This is an optimization exercise on Yosys and OpenROAD, whose aim is small area and a short achievable clock period, not a production implementation.
The RTL was checked by simulation tests, not by an equivalence proof against the original design.

[config.mk]
export PLATFORM = sky130hd
export DESIGN_NAME = mac_unit
export DESIGN_NICKNAME = mac_unit
export VERILOG_FILES = /design/flow/design.v
export SDC_FILE = /design/flow/constraint.sdc
export NUM_CORES = 4
export LEC_CHECK = 0
export CAP_MARGIN = 20
export CORE_MARGIN = 2
export CORE_UTILIZATION = 40
export SETUP_SLACK_MARGIN = 3
export SLEW_MARGIN = 20
export SYNTH_HIERARCHICAL = 1
export SYNTH_MINIMUM_KEEP_SIZE = 0
[constraint.sdc]
create_clock -name core_clock -period 7.0 [get_ports {clk}]
set_input_delay 1.4000 -clock core_clock [delete_from_list [all_inputs] [get_ports {clk}]]
set_output_delay 1.4000 -clock core_clock [all_outputs]
set_load 0.01 [all_outputs]
[design.v]
module mac_unit #(
    parameter AW = 16,
    parameter BW = 16,
    parameter ACCW = 40,
    parameter SIGNED = 0
)(
    input  wire clk,
    input  wire rst_n,
    input  wire en,
    input  wire valid_in,
    input  wire [AW-1:0] a,
    input  wire [BW-1:0] b,
    output reg  valid_out,
    output reg  [ACCW-1:0] acc_out
);
  reg [87:0] pr;
  reg valid_reg;
  wire [39:0] nacc = ~acc_out;
  wire p1;
  wire p2;
  wire p3;
  wire p4;
  wire p5;
  wire p6;
  wire p7;
  wire p8;
  wire p9;
  wire p10;
  wire p11;
  wire p12;
  wire p13;
  wire p14;
  wire p15;
  wire p16;
  wire p17;
  wire p18;
  wire p19;
  wire p20;
  wire p21;
  wire p22;
  wire p23;
  wire p24;
  wire p25;
  wire p26;
  wire p27;
  wire p28;
  wire p29;
  wire p30;
  wire p31;
  wire p32;
  wire p33;
  wire p34;
  wire p35;
  wire p36;
  wire p37;
  wire p38;
  wire p39;
  wire p40;
  wire p41;
  wire p42;
  wire p43;
  wire p44;
  wire p45;
  wire p46;
  wire p47;
  wire p48;
  wire p49;
  wire p50;
  wire p51;
  wire p52;
  wire p53;
  wire p54;
  wire p55;
  wire p56;
  wire p57;
  wire p58;
  wire p59;
  wire p60;
  wire p61;
  wire p62;
  wire p63;
  wire p64;
  wire p65;
  wire p66;
  wire p67;
  wire p68;
  wire p69;
  wire p70;
  wire p71;
  wire p72;
  wire p73;
  wire p74;
  wire p75;
  wire p76;
  wire p77;
  wire p78;
  wire p79;
  wire p80;
  wire p81;
  wire p82;
  wire p83;
  wire p84;
  wire p85;
  wire p86;
  wire p87;
  wire p88;
  wire p89;
  wire p90;
  wire p91;
  wire p92;
  wire p93;
  wire p94;
  wire p95;
  wire p96;
  wire p97;
  wire p98;
  wire p99;
  wire p100;
  wire p101;
  wire p102;
  wire p103;
  wire p104;
  wire p105;
  wire p106;
  wire p107;
  wire p108;
  wire p109;
  wire p110;
  wire p111;
  wire p112;
  wire p113;
  wire p114;
  wire p115;
  wire p116;
  wire p117;
  wire p118;
  wire p119;
  wire p120;
  wire p121;
  wire p122;
  wire p123;
  wire p124;
  wire p125;
  wire p126;
  wire p127;
  wire p128;
  wire p129;
  wire p130;
  wire p131;
  wire p132;
  wire p133;
  wire p134;
  wire p135;
  wire p136;
  wire p137;
  wire p138;
  wire p139;
  wire p140;
  wire p141;
  wire p142;
  wire p143;
  wire p144;
  wire p145;
  wire p146;
  wire p147;
  wire p148;
  wire p149;
  wire p150;
  wire p151;
  wire p152;
  wire p153;
  wire p154;
  wire p155;
  wire p156;
  wire p157;
  wire p158;
  wire p159;
  wire p160;
  wire p161;
  wire p162;
  wire p163;
  wire p164;
  wire p165;
  wire p166;
  wire p167;
  wire p168;
  wire p169;
  wire p170;
  wire p171;
  wire p172;
  wire p173;
  wire p174;
  wire p175;
  wire p176;
  wire p177;
  wire p178;
  wire p179;
  wire p180;
  wire p181;
  wire p182;
  wire p183;
  wire p184;
  wire p185;
  wire p186;
  wire p187;
  wire p188;
  wire p189;
  wire p190;
  wire p191;
  wire p192;
  wire p193;
  wire p194;
  wire p195;
  wire p196;
  wire p197;
  wire p198;
  wire p199;
  wire p200;
  wire p201;
  wire p202;
  wire p203;
  wire p204;
  wire p205;
  wire p206;
  wire p207;
  wire p208;
  wire p209;
  wire p210;
  wire p211;
  wire p212;
  wire p213;
  wire p214;
  wire p215;
  wire p216;
  wire p217;
  wire p218;
  wire p219;
  wire p220;
  wire p221;
  wire p222;
  wire p223;
  wire p224;
  wire p225;
  wire p226;
  wire p227;
  wire p228;
  wire p229;
  wire p230;
  wire p231;
  wire p232;
  wire p233;
  wire p234;
  wire p235;
  wire p236;
  wire p237;
  wire p238;
  wire p239;
  wire p240;
  wire p241;
  wire p242;
  wire p243;
  wire p244;
  wire p245;
  wire p246;
  wire p247;
  wire p248;
  wire p249;
  wire p250;
  wire p251;
  wire p252;
  wire p253;
  wire p254;
  wire p255;
  wire p256;
  wire s257;
  wire c258;
  wire s259;
  wire c260;
  wire s261;
  wire c262;
  wire s263;
  wire c264;
  wire s265;
  wire c266;
  wire s267;
  wire c268;
  wire s269;
  wire c270;
  wire s271;
  wire c272;
  wire s273;
  wire c274;
  wire s275;
  wire c276;
  wire s277;
  wire c278;
  wire s279;
  wire c280;
  wire s281;
  wire c282;
  wire s283;
  wire c284;
  wire s285;
  wire c286;
  wire s287;
  wire c288;
  wire s289;
  wire c290;
  wire s291;
  wire c292;
  wire s293;
  wire c294;
  wire s295;
  wire c296;
  wire s297;
  wire c298;
  wire s299;
  wire c300;
  wire s301;
  wire c302;
  wire s303;
  wire c304;
  wire s305;
  wire c306;
  wire s307;
  wire c308;
  wire s309;
  wire c310;
  wire s311;
  wire c312;
  wire s313;
  wire c314;
  wire s315;
  wire c316;
  wire s317;
  wire c318;
  wire s319;
  wire c320;
  wire s321;
  wire c322;
  wire s323;
  wire c324;
  wire s325;
  wire c326;
  wire s327;
  wire c328;
  wire s329;
  wire c330;
  wire s331;
  wire c332;
  wire s333;
  wire c334;
  wire s335;
  wire c336;
  wire s337;
  wire c338;
  wire s339;
  wire c340;
  wire s341;
  wire c342;
  wire s343;
  wire c344;
  wire s345;
  wire c346;
  wire s347;
  wire c348;
  wire s349;
  wire c350;
  wire s351;
  wire c352;
  wire s353;
  wire c354;
  wire s355;
  wire c356;
  wire s357;
  wire c358;
  wire s359;
  wire c360;
  wire s361;
  wire c362;
  wire s363;
  wire c364;
  wire s365;
  wire c366;
  wire s367;
  wire c368;
  wire s369;
  wire c370;
  wire s371;
  wire c372;
  wire s373;
  wire c374;
  wire s375;
  wire c376;
  wire s377;
  wire c378;
  wire s379;
  wire c380;
  wire s381;
  wire c382;
  wire s383;
  wire c384;
  wire s385;
  wire c386;
  wire s387;
  wire c388;
  wire s389;
  wire c390;
  wire s391;
  wire c392;
  wire s393;
  wire c394;
  wire s395;
  wire c396;
  wire s397;
  wire c398;
  wire s399;
  wire c400;
  wire s401;
  wire c402;
  wire s403;
  wire c404;
  wire s405;
  wire c406;
  wire s407;
  wire c408;
  wire s409;
  wire c410;
  wire s411;
  wire c412;
  wire s413;
  wire c414;
  wire s415;
  wire c416;
  wire s417;
  wire c418;
  wire s419;
  wire c420;
  wire s421;
  wire c422;
  wire s423;
  wire c424;
  wire s425;
  wire c426;
  wire s427;
  wire c428;
  wire s429;
  wire c430;
  wire s431;
  wire c432;
  wire s433;
  wire c434;
  wire s435;
  wire c436;
  wire s437;
  wire c438;
  wire s439;
  wire c440;
  wire s441;
  wire c442;
  wire s443;
  wire c444;
  wire s445;
  wire c446;
  wire s447;
  wire c448;
  wire s449;
  wire c450;
  wire s451;
  wire c452;
  wire s453;
  wire c454;
  wire s455;
  wire c456;
  wire s457;
  wire c458;
  wire s459;
  wire c460;
  wire s461;
  wire c462;
  wire s463;
  wire c464;
  wire s465;
  wire c466;
  wire s467;
  wire c468;
  wire s469;
  wire c470;
  wire s471;
  wire c472;
  wire s473;
  wire c474;
  wire s475;
  wire c476;
  wire s477;
  wire c478;
  wire s479;
  wire c480;
  wire s481;
  wire c482;
  wire s483;
  wire c484;
  wire s485;
  wire c486;
  wire s487;
  wire c488;
  wire s489;
  wire c490;
  wire s491;
  wire c492;
  wire s493;
  wire c494;
  wire s495;
  wire c496;
  wire s497;
  wire c498;
  wire s499;
  wire c500;
  wire s501;
  wire c502;
  wire s503;
  wire c504;
  wire s505;
  wire c506;
  wire s507;
  wire c508;
  wire s509;
  wire c510;
  wire s511;
  wire c512;
  wire s513;
  wire c514;
  wire s515;
  wire c516;
  wire s517;
  wire c518;
  wire s519;
  wire c520;
  wire s521;
  wire c522;
  wire s523;
  wire c524;
  wire s525;
  wire c526;
  wire s527;
  wire c528;
  wire s529;
  wire c530;
  wire s531;
  wire c532;
  wire s533;
  wire c534;
  wire s535;
  wire c536;
  wire s537;
  wire c538;
  wire s539;
  wire c540;
  wire s541;
  wire c542;
  wire s543;
  wire c544;
  wire s545;
  wire c546;
  wire s547;
  wire c548;
  wire s549;
  wire c550;
  wire s551;
  wire c552;
  wire s553;
  wire c554;
  wire s555;
  wire c556;
  wire s557;
  wire c558;
  wire s559;
  wire c560;
  wire s561;
  wire c562;
  wire s563;
  wire c564;
  wire s565;
  wire c566;
  wire s567;
  wire c568;
  wire s569;
  wire c570;
  wire s571;
  wire c572;
  wire s573;
  wire c574;
  wire s575;
  wire c576;
  wire s577;
  wire c578;
  wire s579;
  wire c580;
  wire s581;
  wire c582;
  wire s583;
  wire c584;
  wire s585;
  wire c586;
  wire s587;
  wire c588;
  wire s589;
  wire c590;
  wire s591;
  wire c592;
  wire s593;
  wire c594;
  wire s595;
  wire c596;
  wire s597;
  wire c598;
  wire s599;
  wire c600;
  wire s601;
  wire c602;
  wire s603;
  wire c604;
  wire s605;
  wire c606;
  wire s607;
  wire c608;
  wire s609;
  wire c610;
  wire s611;
  wire c612;
  wire s613;
  wire c614;
  wire s615;
  wire c616;
  wire s617;
  wire c618;
  wire s619;
  wire c620;
  wire s621;
  wire c622;
  wire s623;
  wire c624;
  wire s625;
  wire c626;
  wire s627;
  wire c628;
  wire s629;
  wire c630;
  wire s631;
  wire c632;
  wire s633;
  wire c634;
  wire s635;
  wire c636;
  wire s637;
  wire c638;
  wire s639;
  wire c640;
  wire s641;
  wire c642;
  wire s643;
  wire c644;
  wire s645;
  wire c646;
  wire s647;
  wire c648;
  wire s649;
  wire c650;
  wire s651;
  wire c652;
  wire s653;
  wire c654;
  wire s655;
  wire c656;
  wire s657;
  wire c658;
  wire s659;
  wire c660;
  wire s661;
  wire c662;
  wire s663;
  wire c664;
  wire s665;
  wire c666;
  wire s667;
  wire c668;
  wire s669;
  wire c670;
  wire s671;
  wire c672;
  wire s673;
  wire c674;
  wire s675;
  wire c676;
  wire s677;
  wire c678;
  wire s679;
  wire c680;
  wire s681;
  wire c682;
  wire s683;
  wire c684;
  wire s685;
  wire c686;
  wire s687;
  wire c688;
  wire s689;
  wire c690;
  wire s691;
  wire c692;
  wire s693;
  wire c694;
  wire s695;
  wire c696;
  wire s697;
  wire c698;
  wire s699;
  wire c700;
  wire s701;
  wire c702;
  wire s703;
  wire c704;
  wire s705;
  wire c706;
  wire s707;
  wire c708;
  wire s709;
  wire c710;
  wire s711;
  wire c712;
  wire s713;
  wire c714;
  wire s715;
  wire c716;
  wire s717;
  wire c718;
  wire s719;
  wire c720;
  wire s721;
  wire c722;
  wire s723;
  wire c724;
  wire s725;
  wire c726;
  wire s727;
  wire c728;
  wire s729;
  wire c730;
  wire s731;
  wire c732;
  wire s733;
  wire c734;
  wire s735;
  wire c736;
  assign p1 = ~(a[0] & b[0]);
  assign p2 = ~(a[0] & b[1]);
  assign p3 = ~(a[0] & b[2]);
  assign p4 = ~(a[0] & b[3]);
  assign p5 = ~(a[0] & b[4]);
  assign p6 = ~(a[0] & b[5]);
  assign p7 = ~(a[0] & b[6]);
  assign p8 = ~(a[0] & b[7]);
  assign p9 = ~(a[0] & b[8]);
  assign p10 = ~(a[0] & b[9]);
  assign p11 = ~(a[0] & b[10]);
  assign p12 = ~(a[0] & b[11]);
  assign p13 = ~(a[0] & b[12]);
  assign p14 = ~(a[0] & b[13]);
  assign p15 = ~(a[0] & b[14]);
  assign p16 = ~(a[0] & b[15]);
  assign p17 = ~(a[1] & b[0]);
  assign p18 = ~(a[1] & b[1]);
  assign p19 = ~(a[1] & b[2]);
  assign p20 = ~(a[1] & b[3]);
  assign p21 = ~(a[1] & b[4]);
  assign p22 = ~(a[1] & b[5]);
  assign p23 = ~(a[1] & b[6]);
  assign p24 = ~(a[1] & b[7]);
  assign p25 = ~(a[1] & b[8]);
  assign p26 = ~(a[1] & b[9]);
  assign p27 = ~(a[1] & b[10]);
  assign p28 = ~(a[1] & b[11]);
  assign p29 = ~(a[1] & b[12]);
  assign p30 = ~(a[1] & b[13]);
  assign p31 = ~(a[1] & b[14]);
  assign p32 = ~(a[1] & b[15]);
  assign p33 = ~(a[2] & b[0]);
  assign p34 = ~(a[2] & b[1]);
  assign p35 = ~(a[2] & b[2]);
  assign p36 = ~(a[2] & b[3]);
  assign p37 = ~(a[2] & b[4]);
  assign p38 = ~(a[2] & b[5]);
  assign p39 = ~(a[2] & b[6]);
  assign p40 = ~(a[2] & b[7]);
  assign p41 = ~(a[2] & b[8]);
  assign p42 = ~(a[2] & b[9]);
  assign p43 = ~(a[2] & b[10]);
  assign p44 = ~(a[2] & b[11]);
  assign p45 = ~(a[2] & b[12]);
  assign p46 = ~(a[2] & b[13]);
  assign p47 = ~(a[2] & b[14]);
  assign p48 = ~(a[2] & b[15]);
  assign p49 = ~(a[3] & b[0]);
  assign p50 = ~(a[3] & b[1]);
  assign p51 = ~(a[3] & b[2]);
  assign p52 = ~(a[3] & b[3]);
  assign p53 = ~(a[3] & b[4]);
  assign p54 = ~(a[3] & b[5]);
  assign p55 = ~(a[3] & b[6]);
  assign p56 = ~(a[3] & b[7]);
  assign p57 = ~(a[3] & b[8]);
  assign p58 = ~(a[3] & b[9]);
  assign p59 = ~(a[3] & b[10]);
  assign p60 = ~(a[3] & b[11]);
  assign p61 = ~(a[3] & b[12]);
  assign p62 = ~(a[3] & b[13]);
  assign p63 = ~(a[3] & b[14]);
  assign p64 = ~(a[3] & b[15]);
  assign p65 = ~(a[4] & b[0]);
  assign p66 = ~(a[4] & b[1]);
  assign p67 = ~(a[4] & b[2]);
  assign p68 = ~(a[4] & b[3]);
  assign p69 = ~(a[4] & b[4]);
  assign p70 = ~(a[4] & b[5]);
  assign p71 = ~(a[4] & b[6]);
  assign p72 = ~(a[4] & b[7]);
  assign p73 = ~(a[4] & b[8]);
  assign p74 = ~(a[4] & b[9]);
  assign p75 = ~(a[4] & b[10]);
  assign p76 = ~(a[4] & b[11]);
  assign p77 = ~(a[4] & b[12]);
  assign p78 = ~(a[4] & b[13]);
  assign p79 = ~(a[4] & b[14]);
  assign p80 = ~(a[4] & b[15]);
  assign p81 = ~(a[5] & b[0]);
  assign p82 = ~(a[5] & b[1]);
  assign p83 = ~(a[5] & b[2]);
  assign p84 = ~(a[5] & b[3]);
  assign p85 = ~(a[5] & b[4]);
  assign p86 = ~(a[5] & b[5]);
  assign p87 = ~(a[5] & b[6]);
  assign p88 = ~(a[5] & b[7]);
  assign p89 = ~(a[5] & b[8]);
  assign p90 = ~(a[5] & b[9]);
  assign p91 = ~(a[5] & b[10]);
  assign p92 = ~(a[5] & b[11]);
  assign p93 = ~(a[5] & b[12]);
  assign p94 = ~(a[5] & b[13]);
  assign p95 = ~(a[5] & b[14]);
  assign p96 = ~(a[5] & b[15]);
  assign p97 = ~(a[6] & b[0]);
  assign p98 = ~(a[6] & b[1]);
  assign p99 = ~(a[6] & b[2]);
  assign p100 = ~(a[6] & b[3]);
  assign p101 = ~(a[6] & b[4]);
  assign p102 = ~(a[6] & b[5]);
  assign p103 = ~(a[6] & b[6]);
  assign p104 = ~(a[6] & b[7]);
  assign p105 = ~(a[6] & b[8]);
  assign p106 = ~(a[6] & b[9]);
  assign p107 = ~(a[6] & b[10]);
  assign p108 = ~(a[6] & b[11]);
  assign p109 = ~(a[6] & b[12]);
  assign p110 = ~(a[6] & b[13]);
  assign p111 = ~(a[6] & b[14]);
  assign p112 = ~(a[6] & b[15]);
  assign p113 = ~(a[7] & b[0]);
  assign p114 = ~(a[7] & b[1]);
  assign p115 = ~(a[7] & b[2]);
  assign p116 = ~(a[7] & b[3]);
  assign p117 = ~(a[7] & b[4]);
  assign p118 = ~(a[7] & b[5]);
  assign p119 = ~(a[7] & b[6]);
  assign p120 = ~(a[7] & b[7]);
  assign p121 = ~(a[7] & b[8]);
  assign p122 = ~(a[7] & b[9]);
  assign p123 = ~(a[7] & b[10]);
  assign p124 = ~(a[7] & b[11]);
  assign p125 = ~(a[7] & b[12]);
  assign p126 = ~(a[7] & b[13]);
  assign p127 = ~(a[7] & b[14]);
  assign p128 = ~(a[7] & b[15]);
  assign p129 = ~(a[8] & b[0]);
  assign p130 = ~(a[8] & b[1]);
  assign p131 = ~(a[8] & b[2]);
  assign p132 = ~(a[8] & b[3]);
  assign p133 = ~(a[8] & b[4]);
  assign p134 = ~(a[8] & b[5]);
  assign p135 = ~(a[8] & b[6]);
  assign p136 = ~(a[8] & b[7]);
  assign p137 = ~(a[8] & b[8]);
  assign p138 = ~(a[8] & b[9]);
  assign p139 = ~(a[8] & b[10]);
  assign p140 = ~(a[8] & b[11]);
  assign p141 = ~(a[8] & b[12]);
  assign p142 = ~(a[8] & b[13]);
  assign p143 = ~(a[8] & b[14]);
  assign p144 = ~(a[8] & b[15]);
  assign p145 = ~(a[9] & b[0]);
  assign p146 = ~(a[9] & b[1]);
  assign p147 = ~(a[9] & b[2]);
  assign p148 = ~(a[9] & b[3]);
  assign p149 = ~(a[9] & b[4]);
  assign p150 = ~(a[9] & b[5]);
  assign p151 = ~(a[9] & b[6]);
  assign p152 = ~(a[9] & b[7]);
  assign p153 = ~(a[9] & b[8]);
  assign p154 = ~(a[9] & b[9]);
  assign p155 = ~(a[9] & b[10]);
  assign p156 = ~(a[9] & b[11]);
  assign p157 = ~(a[9] & b[12]);
  assign p158 = ~(a[9] & b[13]);
  assign p159 = ~(a[9] & b[14]);
  assign p160 = ~(a[9] & b[15]);
  assign p161 = ~(a[10] & b[0]);
  assign p162 = ~(a[10] & b[1]);
  assign p163 = ~(a[10] & b[2]);
  assign p164 = ~(a[10] & b[3]);
  assign p165 = ~(a[10] & b[4]);
  assign p166 = ~(a[10] & b[5]);
  assign p167 = ~(a[10] & b[6]);
  assign p168 = ~(a[10] & b[7]);
  assign p169 = ~(a[10] & b[8]);
  assign p170 = ~(a[10] & b[9]);
  assign p171 = ~(a[10] & b[10]);
  assign p172 = ~(a[10] & b[11]);
  assign p173 = ~(a[10] & b[12]);
  assign p174 = ~(a[10] & b[13]);
  assign p175 = ~(a[10] & b[14]);
  assign p176 = ~(a[10] & b[15]);
  assign p177 = ~(a[11] & b[0]);
  assign p178 = ~(a[11] & b[1]);
  assign p179 = ~(a[11] & b[2]);
  assign p180 = ~(a[11] & b[3]);
  assign p181 = ~(a[11] & b[4]);
  assign p182 = ~(a[11] & b[5]);
  assign p183 = ~(a[11] & b[6]);
  assign p184 = ~(a[11] & b[7]);
  assign p185 = ~(a[11] & b[8]);
  assign p186 = ~(a[11] & b[9]);
  assign p187 = ~(a[11] & b[10]);
  assign p188 = ~(a[11] & b[11]);
  assign p189 = ~(a[11] & b[12]);
  assign p190 = ~(a[11] & b[13]);
  assign p191 = ~(a[11] & b[14]);
  assign p192 = ~(a[11] & b[15]);
  assign p193 = ~(a[12] & b[0]);
  assign p194 = ~(a[12] & b[1]);
  assign p195 = ~(a[12] & b[2]);
  assign p196 = ~(a[12] & b[3]);
  assign p197 = ~(a[12] & b[4]);
  assign p198 = ~(a[12] & b[5]);
  assign p199 = ~(a[12] & b[6]);
  assign p200 = ~(a[12] & b[7]);
  assign p201 = ~(a[12] & b[8]);
  assign p202 = ~(a[12] & b[9]);
  assign p203 = ~(a[12] & b[10]);
  assign p204 = ~(a[12] & b[11]);
  assign p205 = ~(a[12] & b[12]);
  assign p206 = ~(a[12] & b[13]);
  assign p207 = ~(a[12] & b[14]);
  assign p208 = ~(a[12] & b[15]);
  assign p209 = ~(a[13] & b[0]);
  assign p210 = ~(a[13] & b[1]);
  assign p211 = ~(a[13] & b[2]);
  assign p212 = ~(a[13] & b[3]);
  assign p213 = ~(a[13] & b[4]);
  assign p214 = ~(a[13] & b[5]);
  assign p215 = ~(a[13] & b[6]);
  assign p216 = ~(a[13] & b[7]);
  assign p217 = ~(a[13] & b[8]);
  assign p218 = ~(a[13] & b[9]);
  assign p219 = ~(a[13] & b[10]);
  assign p220 = ~(a[13] & b[11]);
  assign p221 = ~(a[13] & b[12]);
  assign p222 = ~(a[13] & b[13]);
  assign p223 = ~(a[13] & b[14]);
  assign p224 = ~(a[13] & b[15]);
  assign p225 = ~(a[14] & b[0]);
  assign p226 = ~(a[14] & b[1]);
  assign p227 = ~(a[14] & b[2]);
  assign p228 = ~(a[14] & b[3]);
  assign p229 = ~(a[14] & b[4]);
  assign p230 = ~(a[14] & b[5]);
  assign p231 = ~(a[14] & b[6]);
  assign p232 = ~(a[14] & b[7]);
  assign p233 = ~(a[14] & b[8]);
  assign p234 = ~(a[14] & b[9]);
  assign p235 = ~(a[14] & b[10]);
  assign p236 = ~(a[14] & b[11]);
  assign p237 = ~(a[14] & b[12]);
  assign p238 = ~(a[14] & b[13]);
  assign p239 = ~(a[14] & b[14]);
  assign p240 = ~(a[14] & b[15]);
  assign p241 = ~(a[15] & b[0]);
  assign p242 = ~(a[15] & b[1]);
  assign p243 = ~(a[15] & b[2]);
  assign p244 = ~(a[15] & b[3]);
  assign p245 = ~(a[15] & b[4]);
  assign p246 = ~(a[15] & b[5]);
  assign p247 = ~(a[15] & b[6]);
  assign p248 = ~(a[15] & b[7]);
  assign p249 = ~(a[15] & b[8]);
  assign p250 = ~(a[15] & b[9]);
  assign p251 = ~(a[15] & b[10]);
  assign p252 = ~(a[15] & b[11]);
  assign p253 = ~(a[15] & b[12]);
  assign p254 = ~(a[15] & b[13]);
  assign p255 = ~(a[15] & b[14]);
  assign p256 = ~(a[15] & b[15]);
  mac_fa ha1 (.a(p104), .b(p119), .ci(1'b1), .s(s257), .co(c258));
  mac_fa fa1 (.a(p105), .b(p120), .ci(p135), .s(s259), .co(c260));
  mac_fa ha2 (.a(p15), .b(p150), .ci(1'b1), .s(s261), .co(c262));
  mac_fa fa2 (.a(p106), .b(p121), .ci(p136), .s(s263), .co(c264));
  mac_fa fa3 (.a(p151), .b(p16), .ci(p166), .s(s265), .co(c266));
  mac_fa ha3 (.a(p181), .b(p196), .ci(1'b1), .s(s267), .co(c268));
  mac_fa fa4 (.a(p107), .b(p122), .ci(p137), .s(s269), .co(c270));
  mac_fa fa5 (.a(p152), .b(p167), .ci(p182), .s(s271), .co(c272));
  mac_fa ha4 (.a(p197), .b(p212), .ci(1'b1), .s(s273), .co(c274));
  mac_fa fa6 (.a(p108), .b(p123), .ci(p138), .s(s275), .co(c276));
  mac_fa fa7 (.a(p153), .b(p168), .ci(p183), .s(s277), .co(c278));
  mac_fa fa8 (.a(p109), .b(p124), .ci(p139), .s(s279), .co(c280));
  mac_fa ha5 (.a(p10), .b(p100), .ci(1'b1), .s(s281), .co(c282));
  mac_fa fa9 (.a(p101), .b(p11), .ci(p116), .s(s283), .co(c284));
  mac_fa ha6 (.a(p131), .b(p146), .ci(1'b1), .s(s285), .co(c286));
  mac_fa fa10 (.a(p102), .b(p117), .ci(p12), .s(s287), .co(c288));
  mac_fa fa11 (.a(p132), .b(p147), .ci(p162), .s(s289), .co(c290));
  mac_fa ha7 (.a(p177), .b(p27), .ci(1'b1), .s(s291), .co(c292));
  mac_fa fa12 (.a(p103), .b(p118), .ci(p13), .s(s293), .co(c294));
  mac_fa fa13 (.a(p133), .b(p148), .ci(p163), .s(s295), .co(c296));
  mac_fa fa14 (.a(p178), .b(p193), .ci(p28), .s(s297), .co(c298));
  mac_fa ha8 (.a(p43), .b(p58), .ci(1'b1), .s(s299), .co(c300));
  mac_fa fa15 (.a(p134), .b(p14), .ci(p149), .s(s301), .co(c302));
  mac_fa fa16 (.a(p164), .b(p179), .ci(p194), .s(s303), .co(c304));
  mac_fa fa17 (.a(p209), .b(p29), .ci(p44), .s(s305), .co(c306));
  mac_fa fa18 (.a(p59), .b(p74), .ci(p89), .s(s307), .co(c308));
  mac_fa fa19 (.a(p165), .b(p180), .ci(p195), .s(s309), .co(c310));
  mac_fa fa20 (.a(p210), .b(p225), .ci(p30), .s(s311), .co(c312));
  mac_fa fa21 (.a(p45), .b(p60), .ci(p75), .s(s313), .co(c314));
  mac_fa fa22 (.a(p90), .b(c258), .ci(s261), .s(s315), .co(c316));
  mac_fa fa23 (.a(p211), .b(p226), .ci(p241), .s(s317), .co(c318));
  mac_fa fa24 (.a(p31), .b(p46), .ci(p61), .s(s319), .co(c320));
  mac_fa fa25 (.a(p76), .b(p91), .ci(c262), .s(s321), .co(c322));
  mac_fa fa26 (.a(s267), .b(c260), .ci(s263), .s(s323), .co(c324));
  mac_fa fa27 (.a(p227), .b(p242), .ci(p32), .s(s325), .co(c326));
  mac_fa fa28 (.a(p47), .b(p62), .ci(p77), .s(s327), .co(c328));
  mac_fa fa29 (.a(p92), .b(c268), .ci(s273), .s(s329), .co(c330));
  mac_fa fa30 (.a(c264), .b(c266), .ci(s269), .s(s331), .co(c332));
  mac_fa fa31 (.a(p198), .b(p213), .ci(p228), .s(s333), .co(c334));
  mac_fa fa32 (.a(p243), .b(p48), .ci(p63), .s(s335), .co(c336));
  mac_fa fa33 (.a(p78), .b(p93), .ci(c274), .s(s337), .co(c338));
  mac_fa fa34 (.a(c270), .b(c272), .ci(s275), .s(s339), .co(c340));
  mac_fa fa35 (.a(p154), .b(p169), .ci(p184), .s(s341), .co(c342));
  mac_fa fa36 (.a(p199), .b(p214), .ci(p229), .s(s343), .co(c344));
  mac_fa fa37 (.a(p244), .b(p64), .ci(p79), .s(s345), .co(c346));
  mac_fa fa38 (.a(p94), .b(c276), .ci(c278), .s(s347), .co(c348));
  mac_fa fa39 (.a(p110), .b(p125), .ci(p140), .s(s349), .co(c350));
  mac_fa fa40 (.a(p155), .b(p170), .ci(p185), .s(s351), .co(c352));
  mac_fa fa41 (.a(p200), .b(p215), .ci(p230), .s(s353), .co(c354));
  mac_fa fa42 (.a(p245), .b(p80), .ci(p95), .s(s355), .co(c356));
  mac_fa fa43 (.a(p111), .b(p126), .ci(p141), .s(s357), .co(c358));
  mac_fa fa44 (.a(p156), .b(p171), .ci(p186), .s(s359), .co(c360));
  mac_fa fa45 (.a(p201), .b(p216), .ci(p231), .s(s361), .co(c362));
  mac_fa fa46 (.a(p112), .b(p127), .ci(p142), .s(s363), .co(c364));
  mac_fa fa47 (.a(p157), .b(p172), .ci(p187), .s(s365), .co(c366));
  mac_fa fa48 (.a(p128), .b(p143), .ci(p158), .s(s367), .co(c368));
  mac_fa ha9 (.a(p22), .b(p37), .ci(1'b1), .s(s369), .co(c370));
  mac_fa fa49 (.a(p113), .b(p23), .ci(p38), .s(s371), .co(c372));
  mac_fa ha10 (.a(p53), .b(p68), .ci(1'b1), .s(s373), .co(c374));
  mac_fa fa50 (.a(p114), .b(p129), .ci(p24), .s(s375), .co(c376));
  mac_fa fa51 (.a(p39), .b(p54), .ci(p69), .s(s377), .co(c378));
  mac_fa ha11 (.a(p84), .b(p9), .ci(1'b1), .s(s379), .co(c380));
  mac_fa fa52 (.a(p115), .b(p130), .ci(p145), .s(s381), .co(c382));
  mac_fa fa53 (.a(p25), .b(p40), .ci(p55), .s(s383), .co(c384));
  mac_fa fa54 (.a(p70), .b(p85), .ci(s281), .s(s385), .co(c386));
  mac_fa fa55 (.a(p161), .b(p26), .ci(p41), .s(s387), .co(c388));
  mac_fa fa56 (.a(p56), .b(p71), .ci(p86), .s(s389), .co(c390));
  mac_fa fa57 (.a(c282), .b(s285), .ci(s283), .s(s391), .co(c392));
  mac_fa fa58 (.a(p42), .b(p57), .ci(p72), .s(s393), .co(c394));
  mac_fa fa59 (.a(p87), .b(c286), .ci(s291), .s(s395), .co(c396));
  mac_fa fa60 (.a(c284), .b(s287), .ci(s289), .s(s397), .co(c398));
  mac_fa fa61 (.a(p73), .b(p88), .ci(c292), .s(s399), .co(c400));
  mac_fa fa62 (.a(s299), .b(c288), .ci(c290), .s(s401), .co(c402));
  mac_fa fa63 (.a(s293), .b(s295), .ci(s297), .s(s403), .co(c404));
  mac_fa fa64 (.a(c300), .b(s257), .ci(c294), .s(s405), .co(c406));
  mac_fa fa65 (.a(c296), .b(c298), .ci(s301), .s(s407), .co(c408));
  mac_fa fa66 (.a(s303), .b(s305), .ci(s307), .s(s409), .co(c410));
  mac_fa fa67 (.a(c302), .b(c304), .ci(c306), .s(s411), .co(c412));
  mac_fa fa68 (.a(c308), .b(s259), .ci(s309), .s(s413), .co(c414));
  mac_fa fa69 (.a(s311), .b(s313), .ci(s315), .s(s415), .co(c416));
  mac_fa fa70 (.a(c310), .b(c312), .ci(c314), .s(s417), .co(c418));
  mac_fa fa71 (.a(s265), .b(s317), .ci(s319), .s(s419), .co(c420));
  mac_fa fa72 (.a(c316), .b(s321), .ci(s323), .s(s421), .co(c422));
  mac_fa fa73 (.a(c318), .b(c320), .ci(s271), .s(s423), .co(c424));
  mac_fa fa74 (.a(s325), .b(s327), .ci(c322), .s(s425), .co(c426));
  mac_fa fa75 (.a(s329), .b(c324), .ci(s331), .s(s427), .co(c428));
  mac_fa fa76 (.a(c326), .b(c328), .ci(s277), .s(s429), .co(c430));
  mac_fa fa77 (.a(s333), .b(s335), .ci(c330), .s(s431), .co(c432));
  mac_fa fa78 (.a(s337), .b(c332), .ci(s339), .s(s433), .co(c434));
  mac_fa fa79 (.a(c334), .b(c336), .ci(s279), .s(s435), .co(c436));
  mac_fa fa80 (.a(s341), .b(s343), .ci(s345), .s(s437), .co(c438));
  mac_fa fa81 (.a(c338), .b(c340), .ci(s347), .s(s439), .co(c440));
  mac_fa fa82 (.a(c280), .b(c342), .ci(c344), .s(s441), .co(c442));
  mac_fa fa83 (.a(c346), .b(s349), .ci(s351), .s(s443), .co(c444));
  mac_fa fa84 (.a(s353), .b(s355), .ci(c348), .s(s445), .co(c446));
  mac_fa fa85 (.a(p246), .b(p96), .ci(c350), .s(s447), .co(c448));
  mac_fa fa86 (.a(c352), .b(c354), .ci(c356), .s(s449), .co(c450));
  mac_fa fa87 (.a(s357), .b(s359), .ci(s361), .s(s451), .co(c452));
  mac_fa fa88 (.a(p202), .b(p217), .ci(p232), .s(s453), .co(c454));
  mac_fa fa89 (.a(p247), .b(c358), .ci(c360), .s(s455), .co(c456));
  mac_fa fa90 (.a(c362), .b(s363), .ci(s365), .s(s457), .co(c458));
  mac_fa fa91 (.a(p173), .b(p188), .ci(p203), .s(s459), .co(c460));
  mac_fa fa92 (.a(p218), .b(p233), .ci(p248), .s(s461), .co(c462));
  mac_fa fa93 (.a(c364), .b(c366), .ci(s367), .s(s463), .co(c464));
  mac_fa fa94 (.a(p144), .b(p159), .ci(p174), .s(s465), .co(c466));
  mac_fa fa95 (.a(p189), .b(p204), .ci(p219), .s(s467), .co(c468));
  mac_fa fa96 (.a(p234), .b(p249), .ci(c368), .s(s469), .co(c470));
  mac_fa fa97 (.a(p160), .b(p175), .ci(p190), .s(s471), .co(c472));
  mac_fa fa98 (.a(p205), .b(p220), .ci(p235), .s(s473), .co(c474));
  mac_fa fa99 (.a(p176), .b(p191), .ci(p206), .s(s475), .co(c476));
  mac_fa ha12 (.a(p20), .b(p35), .ci(1'b1), .s(s477), .co(c478));
  mac_fa fa100 (.a(p21), .b(p36), .ci(p51), .s(s479), .co(c480));
  mac_fa ha13 (.a(p6), .b(p66), .ci(1'b1), .s(s481), .co(c482));
  mac_fa fa101 (.a(p52), .b(p67), .ci(p7), .s(s483), .co(c484));
  mac_fa fa102 (.a(p82), .b(p97), .ci(s369), .s(s485), .co(c486));
  mac_fa fa103 (.a(p8), .b(p83), .ci(p98), .s(s487), .co(c488));
  mac_fa fa104 (.a(c370), .b(s373), .ci(s371), .s(s489), .co(c490));
  mac_fa fa105 (.a(p99), .b(c374), .ci(s379), .s(s491), .co(c492));
  mac_fa fa106 (.a(c372), .b(s375), .ci(s377), .s(s493), .co(c494));
  mac_fa fa107 (.a(c380), .b(c376), .ci(c378), .s(s495), .co(c496));
  mac_fa fa108 (.a(s381), .b(s383), .ci(s385), .s(s497), .co(c498));
  mac_fa fa109 (.a(c382), .b(c384), .ci(s387), .s(s499), .co(c500));
  mac_fa fa110 (.a(s389), .b(c386), .ci(s391), .s(s501), .co(c502));
  mac_fa fa111 (.a(c388), .b(c390), .ci(s393), .s(s503), .co(c504));
  mac_fa fa112 (.a(s395), .b(c392), .ci(s397), .s(s505), .co(c506));
  mac_fa fa113 (.a(c394), .b(c396), .ci(s399), .s(s507), .co(c508));
  mac_fa fa114 (.a(c398), .b(s401), .ci(s403), .s(s509), .co(c510));
  mac_fa fa115 (.a(c400), .b(c402), .ci(c404), .s(s511), .co(c512));
  mac_fa fa116 (.a(s405), .b(s407), .ci(s409), .s(s513), .co(c514));
  mac_fa fa117 (.a(c406), .b(c408), .ci(c410), .s(s515), .co(c516));
  mac_fa fa118 (.a(s411), .b(s413), .ci(s415), .s(s517), .co(c518));
  mac_fa fa119 (.a(c412), .b(c414), .ci(s417), .s(s519), .co(c520));
  mac_fa fa120 (.a(s419), .b(c416), .ci(s421), .s(s521), .co(c522));
  mac_fa fa121 (.a(c418), .b(c420), .ci(s423), .s(s523), .co(c524));
  mac_fa fa122 (.a(s425), .b(c422), .ci(s427), .s(s525), .co(c526));
  mac_fa fa123 (.a(c424), .b(s429), .ci(c426), .s(s527), .co(c528));
  mac_fa fa124 (.a(s431), .b(c428), .ci(s433), .s(s529), .co(c530));
  mac_fa fa125 (.a(c430), .b(s435), .ci(s437), .s(s531), .co(c532));
  mac_fa fa126 (.a(c432), .b(c434), .ci(s439), .s(s533), .co(c534));
  mac_fa fa127 (.a(c436), .b(c438), .ci(s441), .s(s535), .co(c536));
  mac_fa fa128 (.a(s443), .b(c440), .ci(s445), .s(s537), .co(c538));
  mac_fa fa129 (.a(c442), .b(c444), .ci(s447), .s(s539), .co(c540));
  mac_fa fa130 (.a(s449), .b(s451), .ci(c446), .s(s541), .co(c542));
  mac_fa fa131 (.a(s453), .b(c448), .ci(c450), .s(s543), .co(c544));
  mac_fa fa132 (.a(c452), .b(s455), .ci(s457), .s(s545), .co(c546));
  mac_fa fa133 (.a(c454), .b(s459), .ci(s461), .s(s547), .co(c548));
  mac_fa fa134 (.a(c456), .b(c458), .ci(s463), .s(s549), .co(c550));
  mac_fa fa135 (.a(c460), .b(c462), .ci(s465), .s(s551), .co(c552));
  mac_fa fa136 (.a(s467), .b(c464), .ci(s469), .s(s553), .co(c554));
  mac_fa fa137 (.a(p250), .b(c466), .ci(c468), .s(s555), .co(c556));
  mac_fa fa138 (.a(s471), .b(s473), .ci(c470), .s(s557), .co(c558));
  mac_fa fa139 (.a(p221), .b(p236), .ci(p251), .s(s559), .co(c560));
  mac_fa fa140 (.a(c472), .b(c474), .ci(s475), .s(s561), .co(c562));
  mac_fa fa141 (.a(p192), .b(p207), .ci(p222), .s(s563), .co(c564));
  mac_fa fa142 (.a(p237), .b(p252), .ci(c476), .s(s565), .co(c566));
  mac_fa fa143 (.a(p208), .b(p223), .ci(p238), .s(s567), .co(c568));
  mac_fa ha14 (.a(p19), .b(p34), .ci(1'b1), .s(s569), .co(c570));
  mac_fa fa144 (.a(p5), .b(p50), .ci(p65), .s(s571), .co(c572));
  mac_fa fa145 (.a(p81), .b(c478), .ci(s481), .s(s573), .co(c574));
  mac_fa fa146 (.a(c482), .b(c480), .ci(s483), .s(s575), .co(c576));
  mac_fa fa147 (.a(c484), .b(s487), .ci(c486), .s(s577), .co(c578));
  mac_fa fa148 (.a(c488), .b(s491), .ci(c490), .s(s579), .co(c580));
  mac_fa fa149 (.a(c492), .b(c494), .ci(s495), .s(s581), .co(c582));
  mac_fa fa150 (.a(c496), .b(s499), .ci(c498), .s(s583), .co(c584));
  mac_fa fa151 (.a(c500), .b(s503), .ci(c502), .s(s585), .co(c586));
  mac_fa fa152 (.a(c504), .b(s507), .ci(c506), .s(s587), .co(c588));
  mac_fa fa153 (.a(c508), .b(c510), .ci(s511), .s(s589), .co(c590));
  mac_fa fa154 (.a(c512), .b(c514), .ci(s515), .s(s591), .co(c592));
  mac_fa fa155 (.a(c516), .b(s519), .ci(c518), .s(s593), .co(c594));
  mac_fa fa156 (.a(c520), .b(s523), .ci(c522), .s(s595), .co(c596));
  mac_fa fa157 (.a(c524), .b(s527), .ci(c526), .s(s597), .co(c598));
  mac_fa fa158 (.a(s531), .b(c528), .ci(c530), .s(s599), .co(c600));
  mac_fa fa159 (.a(c532), .b(s535), .ci(c534), .s(s601), .co(c602));
  mac_fa fa160 (.a(c536), .b(s539), .ci(c538), .s(s603), .co(c604));
  mac_fa fa161 (.a(c540), .b(s543), .ci(s545), .s(s605), .co(c606));
  mac_fa fa162 (.a(s547), .b(c544), .ci(c546), .s(s607), .co(c608));
  mac_fa fa163 (.a(c548), .b(s551), .ci(c550), .s(s609), .co(c610));
  mac_fa fa164 (.a(c552), .b(s555), .ci(c554), .s(s611), .co(c612));
  mac_fa fa165 (.a(s559), .b(c556), .ci(s561), .s(s613), .co(c614));
  mac_fa fa166 (.a(c560), .b(s563), .ci(c562), .s(s615), .co(c616));
  mac_fa fa167 (.a(p253), .b(c564), .ci(s567), .s(s617), .co(c618));
  mac_fa fa168 (.a(p224), .b(p239), .ci(p254), .s(s619), .co(c620));
  mac_fa ha15 (.a(nacc[2]), .b(pr[3]), .ci(1'b1), .s(s621), .co(c622));
  mac_fa fa169 (.a(nacc[3]), .b(pr[6]), .ci(pr[7]), .s(s623), .co(c624));
  mac_fa fa170 (.a(nacc[4]), .b(pr[10]), .ci(pr[11]), .s(s625), .co(c626));
  mac_fa fa171 (.a(nacc[5]), .b(pr[12]), .ci(pr[13]), .s(s627), .co(c628));
  mac_fa fa172 (.a(nacc[6]), .b(pr[15]), .ci(pr[16]), .s(s629), .co(c630));
  mac_fa fa173 (.a(nacc[7]), .b(pr[18]), .ci(pr[19]), .s(s631), .co(c632));
  mac_fa fa174 (.a(nacc[8]), .b(pr[21]), .ci(pr[22]), .s(s633), .co(c634));
  mac_fa fa175 (.a(nacc[9]), .b(pr[24]), .ci(pr[25]), .s(s635), .co(c636));
  mac_fa fa176 (.a(nacc[10]), .b(pr[27]), .ci(pr[28]), .s(s637), .co(c638));
  mac_fa fa177 (.a(nacc[11]), .b(pr[30]), .ci(pr[31]), .s(s639), .co(c640));
  mac_fa fa178 (.a(nacc[12]), .b(pr[33]), .ci(pr[34]), .s(s641), .co(c642));
  mac_fa fa179 (.a(nacc[13]), .b(pr[36]), .ci(pr[37]), .s(s643), .co(c644));
  mac_fa fa180 (.a(nacc[14]), .b(pr[39]), .ci(pr[40]), .s(s645), .co(c646));
  mac_fa fa181 (.a(nacc[15]), .b(pr[42]), .ci(pr[43]), .s(s647), .co(c648));
  mac_fa fa182 (.a(nacc[16]), .b(pr[45]), .ci(pr[46]), .s(s649), .co(c650));
  mac_fa fa183 (.a(nacc[17]), .b(pr[48]), .ci(pr[49]), .s(s651), .co(c652));
  mac_fa fa184 (.a(nacc[18]), .b(pr[51]), .ci(pr[52]), .s(s653), .co(c654));
  mac_fa fa185 (.a(nacc[19]), .b(pr[54]), .ci(pr[55]), .s(s655), .co(c656));
  mac_fa fa186 (.a(nacc[20]), .b(pr[57]), .ci(pr[58]), .s(s657), .co(c658));
  mac_fa fa187 (.a(nacc[21]), .b(pr[60]), .ci(pr[61]), .s(s659), .co(c660));
  mac_fa fa188 (.a(nacc[22]), .b(pr[63]), .ci(pr[64]), .s(s661), .co(c662));
  mac_fa fa189 (.a(nacc[23]), .b(pr[66]), .ci(pr[67]), .s(s663), .co(c664));
  mac_fa fa190 (.a(nacc[24]), .b(pr[69]), .ci(pr[70]), .s(s665), .co(c666));
  mac_fa fa191 (.a(nacc[25]), .b(pr[72]), .ci(pr[73]), .s(s667), .co(c668));
  mac_fa fa192 (.a(nacc[26]), .b(pr[75]), .ci(pr[76]), .s(s669), .co(c670));
  mac_fa fa193 (.a(nacc[27]), .b(pr[78]), .ci(pr[79]), .s(s671), .co(c672));
  mac_fa fa194 (.a(nacc[28]), .b(pr[81]), .ci(pr[82]), .s(s673), .co(c674));
  mac_fa fa195 (.a(nacc[29]), .b(pr[84]), .ci(pr[85]), .s(s675), .co(c676));
  mac_fa ha16 (.a(nacc[1]), .b(pr[1]), .ci(1'b1), .s(s677), .co(c678));
  mac_fa fa196 (.a(pr[4]), .b(pr[5]), .ci(s621), .s(s679), .co(c680));
  mac_fa fa197 (.a(pr[8]), .b(c622), .ci(s623), .s(s681), .co(c682));
  mac_fa fa198 (.a(pr[9]), .b(c624), .ci(s625), .s(s683), .co(c684));
  mac_fa fa199 (.a(pr[14]), .b(c626), .ci(s627), .s(s685), .co(c686));
  mac_fa fa200 (.a(pr[17]), .b(c628), .ci(s629), .s(s687), .co(c688));
  mac_fa fa201 (.a(pr[20]), .b(c630), .ci(s631), .s(s689), .co(c690));
  mac_fa fa202 (.a(pr[23]), .b(c632), .ci(s633), .s(s691), .co(c692));
  mac_fa fa203 (.a(pr[26]), .b(c634), .ci(s635), .s(s693), .co(c694));
  mac_fa fa204 (.a(pr[29]), .b(c636), .ci(s637), .s(s695), .co(c696));
  mac_fa fa205 (.a(pr[32]), .b(c638), .ci(s639), .s(s697), .co(c698));
  mac_fa fa206 (.a(pr[35]), .b(c640), .ci(s641), .s(s699), .co(c700));
  mac_fa fa207 (.a(pr[38]), .b(c642), .ci(s643), .s(s701), .co(c702));
  mac_fa fa208 (.a(pr[41]), .b(c644), .ci(s645), .s(s703), .co(c704));
  mac_fa fa209 (.a(pr[44]), .b(c646), .ci(s647), .s(s705), .co(c706));
  mac_fa fa210 (.a(pr[47]), .b(c648), .ci(s649), .s(s707), .co(c708));
  mac_fa fa211 (.a(pr[50]), .b(c650), .ci(s651), .s(s709), .co(c710));
  mac_fa fa212 (.a(pr[53]), .b(c652), .ci(s653), .s(s711), .co(c712));
  mac_fa fa213 (.a(pr[56]), .b(c654), .ci(s655), .s(s713), .co(c714));
  mac_fa fa214 (.a(pr[59]), .b(c656), .ci(s657), .s(s715), .co(c716));
  mac_fa fa215 (.a(pr[62]), .b(c658), .ci(s659), .s(s717), .co(c718));
  mac_fa fa216 (.a(pr[65]), .b(c660), .ci(s661), .s(s719), .co(c720));
  mac_fa fa217 (.a(pr[68]), .b(c662), .ci(s663), .s(s721), .co(c722));
  mac_fa fa218 (.a(pr[71]), .b(c664), .ci(s665), .s(s723), .co(c724));
  mac_fa fa219 (.a(pr[74]), .b(c666), .ci(s667), .s(s725), .co(c726));
  mac_fa fa220 (.a(pr[77]), .b(c668), .ci(s669), .s(s727), .co(c728));
  mac_fa fa221 (.a(pr[80]), .b(c670), .ci(s671), .s(s729), .co(c730));
  mac_fa fa222 (.a(pr[83]), .b(c672), .ci(s673), .s(s731), .co(c732));
  mac_fa fa223 (.a(pr[86]), .b(c674), .ci(s675), .s(s733), .co(c734));
  mac_fa fa224 (.a(nacc[30]), .b(pr[87]), .ci(c676), .s(s735), .co(c736));
  wire [39:0] ra = {nacc[39], nacc[38], nacc[37], nacc[36], nacc[35], nacc[34], nacc[33], nacc[32], nacc[31], c734, c732, c730, c728, c726, c724, c722, c720, c718, c716, c714, c712, c710, c708, c706, c704, c702, c700, c698, c696, c694, c692, c690, c688, c686, c684, c682, c680, c678, pr[2], nacc[0]};
  wire [39:0] rb = {1'b1, 1'b1, 1'b1, 1'b1, 1'b1, 1'b1, 1'b1, 1'b1, c736, s735, s733, s731, s729, s727, s725, s723, s721, s719, s717, s715, s713, s711, s709, s707, s705, s703, s701, s699, s697, s695, s693, s691, s689, s687, s685, s683, s681, s679, s677, pr[0]};
  wire [39:0] sum = ~(ra + rb + 40'd1);
  always @(posedge clk) begin
    pr <= {p256, c620, p255, p240, c618, s619, c568, c616, s617, c566, s615, c614, s565, c612, s613, c558, s611, c610, s557, s609, c608, s553, s607, c606, s549, c604, s605, c542, s603, c602, s541, c600, s601, s537, s599, c598, s533, s597, c596, s529, s595, c594, s525, s593, s521, c592, s591, c590, s517, s589, c588, s513, s587, c586, s509, s585, c584, s505, s583, s501, c582, s581, c580, s497, s579, c578, s493, s577, s489, c576, s575, s485, c574, s573, s479, c572, s571, s477, c570, s569, p49, p4, p33, p3, p18, p2, p17, p1};
    valid_reg <= valid_in & rst_n;
  end
  always @(posedge clk) begin
    if (!rst_n) begin
      acc_out <= 40'd0;
      valid_out <= 1'b0;
    end else begin
      valid_out <= valid_reg;
      if (en && valid_reg)
        acc_out <= sum;
    end
  end
endmodule
module mac_fa (input wire a, input wire b, input wire ci,
               output wire s, output wire co);
  assign s = a ^ b ^ ci;
  assign co = (a & b) | (a & ci) | (b & ci);
endmodule
module mac_ha (input wire a, input wire b, output wire s, output wire co);
  assign s = a ^ b;
  assign co = a & b;
endmodule
[run.sh]
#!/bin/bash
# synth_recipe.tcl (not shown) runs the flow's synth.tcl, then flattens the netlist and writes it again
# the make line also repeats each setting of config.mk as NAME=value (left out here)
make -C /OpenROAD-flow-scripts/flow DESIGN_CONFIG=/design/flow/config.mk WORK_HOME=/design/flow/orfs CLKGATE_MAP_FILE= SYNTH_SCRIPT=/design/flow/synth_recipe.tcl finish
==> run notes, run 1 <==
Area growth, synth to finish 14.6%; Site Rows 61; total negative setup slack 0 ns; Setup Skew 0.00763 ns; non-filler cells, final around 1600; top_reg_cell synth dfxtp_1; Nets around 1500; antenna violations before repair 0; status complete, no violations; H-Tree Depth 4; synth cell count leaders 294 x nand2_1, 241 x fa_1, 130 x dfxtp_1, 85 x clkbuf_1, 53 x a21oi_1; Congestion Overflow GR 0; pin count of the biggest net entering global routing 56; ANT nets after route 0; Skew-Pair Late Insertion Delay 0.42 ns; Post-synth EDFFs 0; post-synthesis cell area around 11000 um^2; PortBufs 76; f_max roughly 250 MHz; post-layout min period 3.94 ns; Final Slew Violations 0; Diodes inserted 0; HP Class flip-flop to flip-flop; Final Cycle Share a little under three fifths; Die H around 170 um; final hold vios 0; cts bufs inserted 17; worst-margin pin slew approximately 1.0 ns; estimated wirelength of the detail-placed design around 23000 um; critical path arrival between 4 and 5 ns; dominant cell by count in the synthesized netlist nand2_1; Syn Area/Cell ~10 um^2; fill cell count 2621; GPL Wtd Cong between 0.8 and 0.9; vias per cell 5.26; Root Driver clkbuf_16; Ys Warns 7; DIE AREA 29600 um^2; WS Path Type input pin to flip-flop; Startpoint Class input pin; global-route wire length before repair approximately 49000 um; Via Count 8165; Seq/Total Area, Yosys a little under a quarter; asr flop ratio synth 0%; top cells by area, synth fa_1 43%, dfxtp_1 23%, nand2_1 9.8%; total area of sequential cells roughly 2600 um^2; crit path max fanout 16; biggest area consumer among synthesized cells fa_1; Synth top area share between 40% and 50%; CTS tree built; DRC violations left 0; drt first pass iters 5; Clock transition at path regs approximately 0.060 ns; area of the multi-input gates around 8300 um^2; synthesis-stage register bit count 130; GRT Overall Usage 22.1%; Detailed Route WL 30700 um; cts hold-fix bufs 0; share of cells above drive strength 1 between 8 and 9%; total clock sinks 130; max reg flops 88; core footprint about 28000 um^2; die width roughly 170 um; Crit. End Element flip-flop; initial DRC count around 600; Slew HR between 30% and 40%; drt wl/cell between 15 and 20 um; final setup vio count 0; Post-Synthesis Cells 1127; top flop regs pr (88), acc_out (40); Max Root-Sink Buffers 2; placed cells around 1500; WP data required ~7.3 ns; Top Ports 77; number of max-cap violations 0; RSZ-0062 raised after global routing yes; Starting Density 40.7%; vias in the first global route approximately 8600; Largest Register pr; Distinct cells, synth 58
## cell type report
type / instances / area share [%]
clock inverter: 15 / 1.53
timing repair buffer: 86 / 6.05
clock buffer: 17 / 3.28
sequential: 130 / 20.1
multi-input combinational: 881 / 64.1
inverter: 44 / 1.27
tap: 378 / 3.65
## layout by cell type, fill, tap and decap left out, drive strengths merged, types with 4 or more instances in the layout
master,netlist,final
nand2,295,295
a21o,13,13
dfxtp,130,130
a211oi,16,16
nor3,9,9
clkdlybuf4s15,0,12
o31ai,6,6
o21ai,36,36
o21bai,5,5
inv,44,52
buf,2,22
xor2,5,5
nor2b,5,5
a31oi,10,10
fa,241,241
nand2b,4,4
and4,5,5
nor2,42,42
conb,1,16
a21oi,54,54
xnor2,22,22
clkbuf,85,22
ha,32,32
clkdlybuf4s50,0,44
o21a,4,4
nand3,7,7
and3,4,4
and2,6,6
nand4,6,6
## per-layer routing
metal | global-route usage, % | part of all wire (%) | vias up
met3 | 4.23 | 7.0 | 43
li1 | - | - | 3664
met4 | 5.59 | 1.4 | 0
met5 | 0 | 0 | -
met1 | 31.8 | 46 | 4133
met2 | 34.5 | 46 | 325
## per-module statistics from Yosys (local to each module, per instance)
module | area [um^2] | flip-flops and latches
mac_unit | 6500 | 130
mac_fa | 20.0 | 0
## worst max-delay path: stages
cell and delay [ns]:
clkdlybuf4s18_2 0.44, nand2_1 0.14, fa_1 0.51, fa_1 0.52, fa_2 0.45, fa_2 0.35, fa_1 0.42
## logic make-up after synthesis
| logic type | Yosys count | synth area share [%] |
|---|---|---|
| xor+xnor | 27 | 2.09 |
| mux | 3 | 0.266 |
| compound gates | 170 | 9.68 |
| fa+ha+maj | 273 | 46.2 |
| buf+inv | 131 | 4.40 |
| simple gates | 392 | 14.3 |
| flops | 130 | 23.0 |
| other cells | 1 | 0.0332 |
## through the flow
stage	cell area, um^2	utilization, %	setup WS (ns)	hold WS [ns]
finish	13000	46.6	3.06	0.477
global route	13000	46.6	3.00	0.505
CTS	13000	46.8	3.00	0.477
detailed placement	12300	44.4	1.92	0.466
global placement	12300	44.4	2.00	0.461
floorplan	11700	-	2.92	0.448
## what timing repair did
action | CTS | global route
pin swaps | 4 | 1
buffers inserted | 6 | 1
endpoints found under the setup margin | 41 | 18
gates resized for setup | 108 | 22
## worst paths after layout
kind / startpoint / to / slack, ns / cells after the start
setup / recovery: b[11] / pr[53]$_DFF_P_ / 3.06 / 7
hold / removal: valid_reg$_DFF_P_ / valid_out$_SDFF_PN0_ / 0.48 / 1
setup reg to reg: acc_out[11]$_SDFFE_PN0P_ / acc_out[32]$_SDFFE_PN0P_ / 3.17 / 12
hold reg to reg: valid_reg$_DFF_P_ / valid_out$_SDFF_PN0_ / 0.48 / 1
==> inputs of run 2 (changes only) <==
--- a/config.mk
+++ b/config.mk
@@ -8,7 +8,7 @@
 export CAP_MARGIN = 20
 export CORE_MARGIN = 2
 export CORE_UTILIZATION = 40
-export SETUP_SLACK_MARGIN = 3
+export SETUP_SLACK_MARGIN = 3.4
 export SLEW_MARGIN = 20
 export SYNTH_HIERARCHICAL = 1
 export SYNTH_MINIMUM_KEEP_SIZE = 0
==> run notes, run 2 <==
Setup WS post-layout 3.40 ns (+0.336 ns); biggest area consumer among synthesized cells fa_1; fin area 14100 um^2 (+9.0%); Seq/Total Area, Yosys 23.0% (unchanged); Setup Skew 0.0131 ns (+0.00546 ns); worst-margin pin slew 1.03 ns (-0.00874 ns); Top Ports 77 (unchanged); Largest Register pr; WS Path Type input pin to flip-flop; PortBufs 76 (unchanged); die width 172 um (unchanged); crit path max fanout 8 (-8); Post-synth EDFFs 0 (unchanged); Starting Density 40.7% (unchanged); CTS tree built; DP Area 12400 um^2 (+0.89%); synthesis-stage register bit count 130 (unchanged); RSZ-0062 raised after global routing yes; Root Driver clkbuf_16; most frequent cells in the layout 277 x nand2_1, 204 x fa_1, 117 x dfxtp_1, 57 x buf_4, 45 x a21oi_1; estimated wirelength of the detail-placed design 23400 um (+1.8%); WP data required 7.29 ns (about the same); total clock sinks 130 (unchanged); Startpoint Class input pin; cts bufs inserted 17 (unchanged); initial DRC count 736 (+24%); synth cell count leaders 294 x nand2_1, 241 x fa_1, 130 x dfxtp_1, 85 x clkbuf_1, 53 x a21oi_1; Skew-Pair Late Insertion Delay 0.42 ns (about the same); cts hold-fix bufs 0 (unchanged); status complete, no violations; post-layout min period 3.60 ns (-0.336 ns); Die H 172 um (unchanged); asr flop ratio synth 0% (unchanged); total negative setup slack 0 ns (unchanged); final setup vio count 0 (unchanged); Slew HR 31.5% (+0.66 points); GRT Overall Usage 22.1% (+0.060 points); commonest non-fill, non-tap cell in the layout nand2_1; Ys Warns 7 (unchanged); Congestion Overflow GR 0 (unchanged); Final Slew Violations 0 (unchanged); top flop regs pr (88), acc_out (40); final hold vios 0 (unchanged); vias per cell 5.33 (+1.3%); post-synthesis cell area 11300 um^2 (unchanged); Post-Synthesis Cells 1127 (unchanged); DRC violations left 0 (unchanged); antenna violations before repair 0 (unchanged); Final Cycle Share 51.5% (-4.8 points); DIE AREA 29600 um^2 (unchanged); top cells by area, synth fa_1 43%, dfxtp_1 23%, nand2_1 9.8%; Via Count 8519 (+4.3%); Distinct cells, synth 58 (unchanged); Synth top area share 42.7% (unchanged); top_reg_cell synth dfxtp_1; vias in the first global route 8676 (+1.2%); H-Tree Depth 4 (unchanged); f_max 277 MHz (+9.3%); Diodes inserted 0 (unchanged); drt first pass iters 5 (unchanged); Site Rows 61 (unchanged); Syn Area/Cell 10.0 um^2 (unchanged); Clock transition at path regs 0.06 ns (about the same); Nets 1515 (+3.1%); Max Root-Sink Buffers 2 (unchanged); Detailed Route WL 32000 um (+4.4%); GPL Wtd Cong 0.882 (-1.3%); global-route wire length before repair 49200 um (+1.1%); critical path arrival 3.89 ns (-0.34 ns); drt wl/cell 20.1 um (+1.3%); number of max-cap violations 0 (unchanged); share of cells above drive strength 1 20.0% (+12 points); ANT nets after route 0 (unchanged); dominant cell by count in the synthesized netlist nand2_1; Crit. End Element flip-flop; Area growth, synth to finish 24.9%; pin count of the biggest net entering global routing 56 (unchanged); core footprint 27800 um^2 (unchanged); post-placement setup slack 1.96 ns (+0.0332 ns); HP Class flip-flop to flip-flop; max reg flops 88 (unchanged)
==> run 2: cell counts after synthesis <==
Identical to the previous run, type by type.
==> run 2: worst max-delay path: stages <==
cell	delay, ns
buf_16	0.10
nand2_4	0.05
fa_1	0.56
fa_2	0.47
fa_2	0.51
fa_2	0.37
fa_1	0.43
==> run 2: path summary, 6_finish.rpt <==
kind / start / end / slack, ns / cells after the start
max: b[3] / pr[50]$_DFF_P_ / 3.40 / 7
min: acc_out[1]$_SDFFE_PN0P_ / acc_out[1]$_SDFFE_PN0P_ / 0.48 / 2
max reg2reg: acc_out[15]$_SDFFE_PN0P_ / acc_out[33]$_SDFFE_PN0P_ / 3.49 / 11
min reg2reg: acc_out[1]$_SDFFE_PN0P_ / acc_out[1]$_SDFFE_PN0P_ / 0.48 / 2
==> run 2: area by class of cell <==
cell class	instances	area, um^2
flip-flops and latches	130	2630
repair buffers	132	1410
well taps	378	473
fillers	2515	13700
clock buffers	18	439
multi-input cells	881	8800
inverters	44	165
clock inverters	14	201
==> run 2: timing repair <==
| action | 4_1_cts | 5_1_grt |
|---|---|---|
| pin swaps | 11 | 40 |
| endpoints found under the setup margin | 75 | 36 |
| resized for setup | 247 | 105 |
| hold endpoints to repair | 0 | 0 |
| cloned | 0 | 1 |
| buffers inserted | 5 | 46 |
==> run 2: kinds of logic after synthesis <==
| kind of cell | count (synthesis) | synth area share [%] |
|---|---|---|
| AOI/OAI and AO/OA | 170 | 9.68 |
| xor gates and xnor gates | 27 | 2.09 |
| adders and majority gates | 273 | 46.2 |
| buffers and inverters | 131 | 4.40 |
| DFF | 130 | 23.0 |
| muxes | 3 | 0.266 |
| other | 1 | 0.0332 |
| and+or+nand+nor | 392 | 14.3 |
==> run 2: stage by stage <==
stage	instances	hold WS, ns	utilization [%]
after floorplan	1142	0.448	-
after global placement	1513	0.473	44.7
after detailed placement	1513	0.470	44.7
after CTS	1550	0.478	47.7
after global routing	1597	0.524	50.8
final	1597	0.478	50.8
==> run 2: modules after synthesis (local to each module, per instance) <==
module / cells / cell area, um^2 / copies in the design
mac_unit: 887 / 6500 / 1
mac_fa: 1 / 20.0 / 240
==> run 2: routing by layer <==
metal	vias up	part of all wire [%]	global-route usage (%)
met4	0	2.1	6.10
met1	4355	44	31.3
met5	-	0	0
li1	3768	-	-
met2	334	47	35.4
met3	62	6.9	3.80
==> inputs of run 3 (changes only) <==
--- a/config.mk
+++ b/config.mk
@@ -8,7 +8,7 @@
 export CAP_MARGIN = 20
 export CORE_MARGIN = 2
 export CORE_UTILIZATION = 40
-export SETUP_SLACK_MARGIN = 3.4
+export SETUP_SLACK_MARGIN = 3.7
 export SLEW_MARGIN = 20
 export SYNTH_HIERARCHICAL = 1
 export SYNTH_MINIMUM_KEEP_SIZE = 0
==> run notes, run 3 <==
Die H 172 um (unchanged); H-Tree Depth 4 (unchanged); pin count of the biggest net entering global routing 56 (unchanged); Crit. End Element flip-flop; status complete, no violations; Site Rows 61 (unchanged); max reg flops 88 (unchanged); antenna violations before repair 0 (unchanged); commonest non-fill, non-tap cell in the layout nand2_1; Diodes inserted 0 (unchanged); worst-margin pin slew 1.05 ns (+0.0231 ns); global-route wire length before repair 52800 um (+7.2%); Final Cycle Share 51.9% (+0.42 points); Post-Synthesis Cells 1127 (unchanged); Max Root-Sink Buffers 2 (unchanged); hold slack 0.480 ns (+0.00210 ns); metal3 WL 2100 um (-5.1%); core footprint 27800 um^2 (unchanged); dominant cell by count in the synthesized netlist nand2_1; Slew HR 30.0% (-1.5 points); Top Ports 77 (unchanged); GPL Wtd Cong 0.880 (-0.14%); RSZ-0062 raised after global routing yes; number of max-cap violations 0 (unchanged); vias per cell 5.32 (-0.28%); synthesis-stage register bit count 130 (unchanged); most frequent cells in the layout 253 x nand2_1, 167 x fa_1, 107 x dfxtp_1, 75 x buf_4, 74 x fa_2; synth cell count leaders 294 x nand2_1, 241 x fa_1, 130 x dfxtp_1, 85 x clkbuf_1, 53 x a21oi_1; f_max 275 MHz (-0.80%); ANT nets after route 0 (unchanged); Largest Register pr; wl on met1 14800 um (+4.9%); Setup Skew 0.0159 ns (+0.00283 ns); die width 172 um (unchanged); Seq/Total Area, Yosys 23.0% (unchanged); asr flop ratio synth 0% (unchanged); vias in the first global route 9289 (+7.1%); post-synthesis cell area 11300 um^2 (unchanged); Area growth, synth to finish 34.1%; top cells by area, synth fa_1 43%, dfxtp_1 23%, nand2_1 9.8%; cts hold-fix bufs 0 (unchanged); Root Driver clkbuf_16; Starting Density 40.7% (unchanged); WP data required 7.36 ns (+0.07 ns); DRC violations left 0 (unchanged); Synth top area share 42.7% (unchanged); drt wl/cell 20.7 um (+3.3%); HP Class flip-flop to flip-flop; crit path max fanout 6 (-2); Ys Warns 7 (unchanged); Nets 1550 (+2.3%); Max Used Layer met4; Congestion Overflow GR 0 (unchanged); DIE AREA 29600 um^2 (unchanged); cts bufs inserted 17 (unchanged); drt first pass iters 5 (unchanged); post-layout min period 3.63 ns (+0.0291 ns); critical path arrival 3.99 ns (+0.10 ns); share of cells above drive strength 1 32.5% (+13 points); met2 wire length 16000 um (+6.7%); Via Count 8681 (+1.9%); Startpoint Class input pin
==> run 3: kinds of logic after synthesis <==
family	Yosys count	synth area share [%]
AND/OR/NAND/NOR	392	14.3
adder cells (fa/ha/maj)	273	46.2
AO/OA/AOI/OAI	170	9.68
buffers and inverters	131	4.40
flip-flops	130	23.0
XOR/XNOR	27	2.09
multiplexers	3	0.266
other	1	0.0332
==> run 3: through the flow <==
stage | area, um^2 | worst slack [ns] | util (%) | cells
after floorplan | 12400 | 2.93 | - | 1142
after global placement | 12700 | 1.95 | 45.6 | 1515
after detailed placement | 12700 | 1.90 | 45.6 | 1515
after CTS | 14600 | 3.34 | 52.6 | 1612
after global routing | 15200 | 3.33 | 54.6 | 1632
final | 15200 | 3.37 | 54.6 | 1632
==> run 3: cell type report <==
type | instances | area, um^2
Multi-Input combinational cell | 881 | 9510
Tap cell | 378 | 473
Clock buffer | 21 | 460
Timing Repair inverter | 1 | 5.00
Sequential cell | 130 | 2640
Inverter | 44 | 169
Fill cell | 2443 | 12600
Timing Repair Buffer | 166 | 1800
Clock inverter | 11 | 104
==> run 3: worst max-delay path, stage by stage <==
cell and delay (ns):
buf_12 0.10, buf_12 0.13, nand2_4 0.06, fa_2 0.43, fa_1 0.53, fa_2 0.46, fa_2 0.35, fa_2 0.53
==> run 3: what timing repair did <==
| action | CTS | global route |
|---|---|---|
| setup endpoints to repair | 89 | 54 |
| gates resized for setup | 417 | 85 |
| pin swaps | 74 | 87 |
| gates cloned | 1 | 1 |
| buffers inserted | 64 | 19 |
==> run 3: modules after synthesis (local to each module, per instance) <==
module	times used	flops+latches	cells	cell area (um^2)
mac_fa	240	0	1	20.0
mac_unit	1	130	887	6500
==> run 3: worst paths after layout <==
check,from,end,slack [ns],cells after the start
min reg2reg,acc_out[1]$_SDFFE_PN0P_,acc_out[1]$_SDFFE_PN0P_,0.48,2
max reg2reg,acc_out[12]$_SDFFE_PN0P_,acc_out[36]$_SDFFE_PN0P_,3.55,14
min,acc_out[1]$_SDFFE_PN0P_,acc_out[1]$_SDFFE_PN0P_,0.48,2
max,a[6],pr[50]$_DFF_P_,3.37,8
==> run 3: routing by layer <==
metal  vias to the layer above  track usage, %
li1                       3842               -
met1                      4446            33.1
met2                       329            38.7
met3                        64            4.49
met4                         0            6.36
met5                         -               0

## static timing again, ports no longer ideal
No port has a modelled driver above. Below, the same layouts with a new extraction and two added sets of constraints. Step 1 assumes that a clkbuf_16 drives the clock port and a buf_2 every other input. Step 2 adds t to the input delays and takes it off the output delays; t is the mean of the earliest and latest rising clock arrival at the registers after step 1. Input paths then give back, and output paths get back, about the clock's delay inside the block. a / b / c = ideal ports / drivers / drivers and shift; a / b = the first two.
run | t, ns | setup WS [ns] | slew at the worst register clock pin (ns) | worst data-port slew with drivers (ns)
run 1 | 0.452 | 3.059 / 3.067 / 2.615 | 0.07 / 0.07 | 0.05
run 2 | 0.461 | 3.396 / 3.354 / 2.893 | 0.07 / 0.07 | 0.12
run 3 | 0.471 | 3.366 / 3.363 / 2.892 | 0.07 / 0.07 | 0.08
After both steps every run listed still meets setup and hold. The setup slack of run 2, which loses most, moves by -0.042 ns with the drivers and by -0.503 ns with both steps.
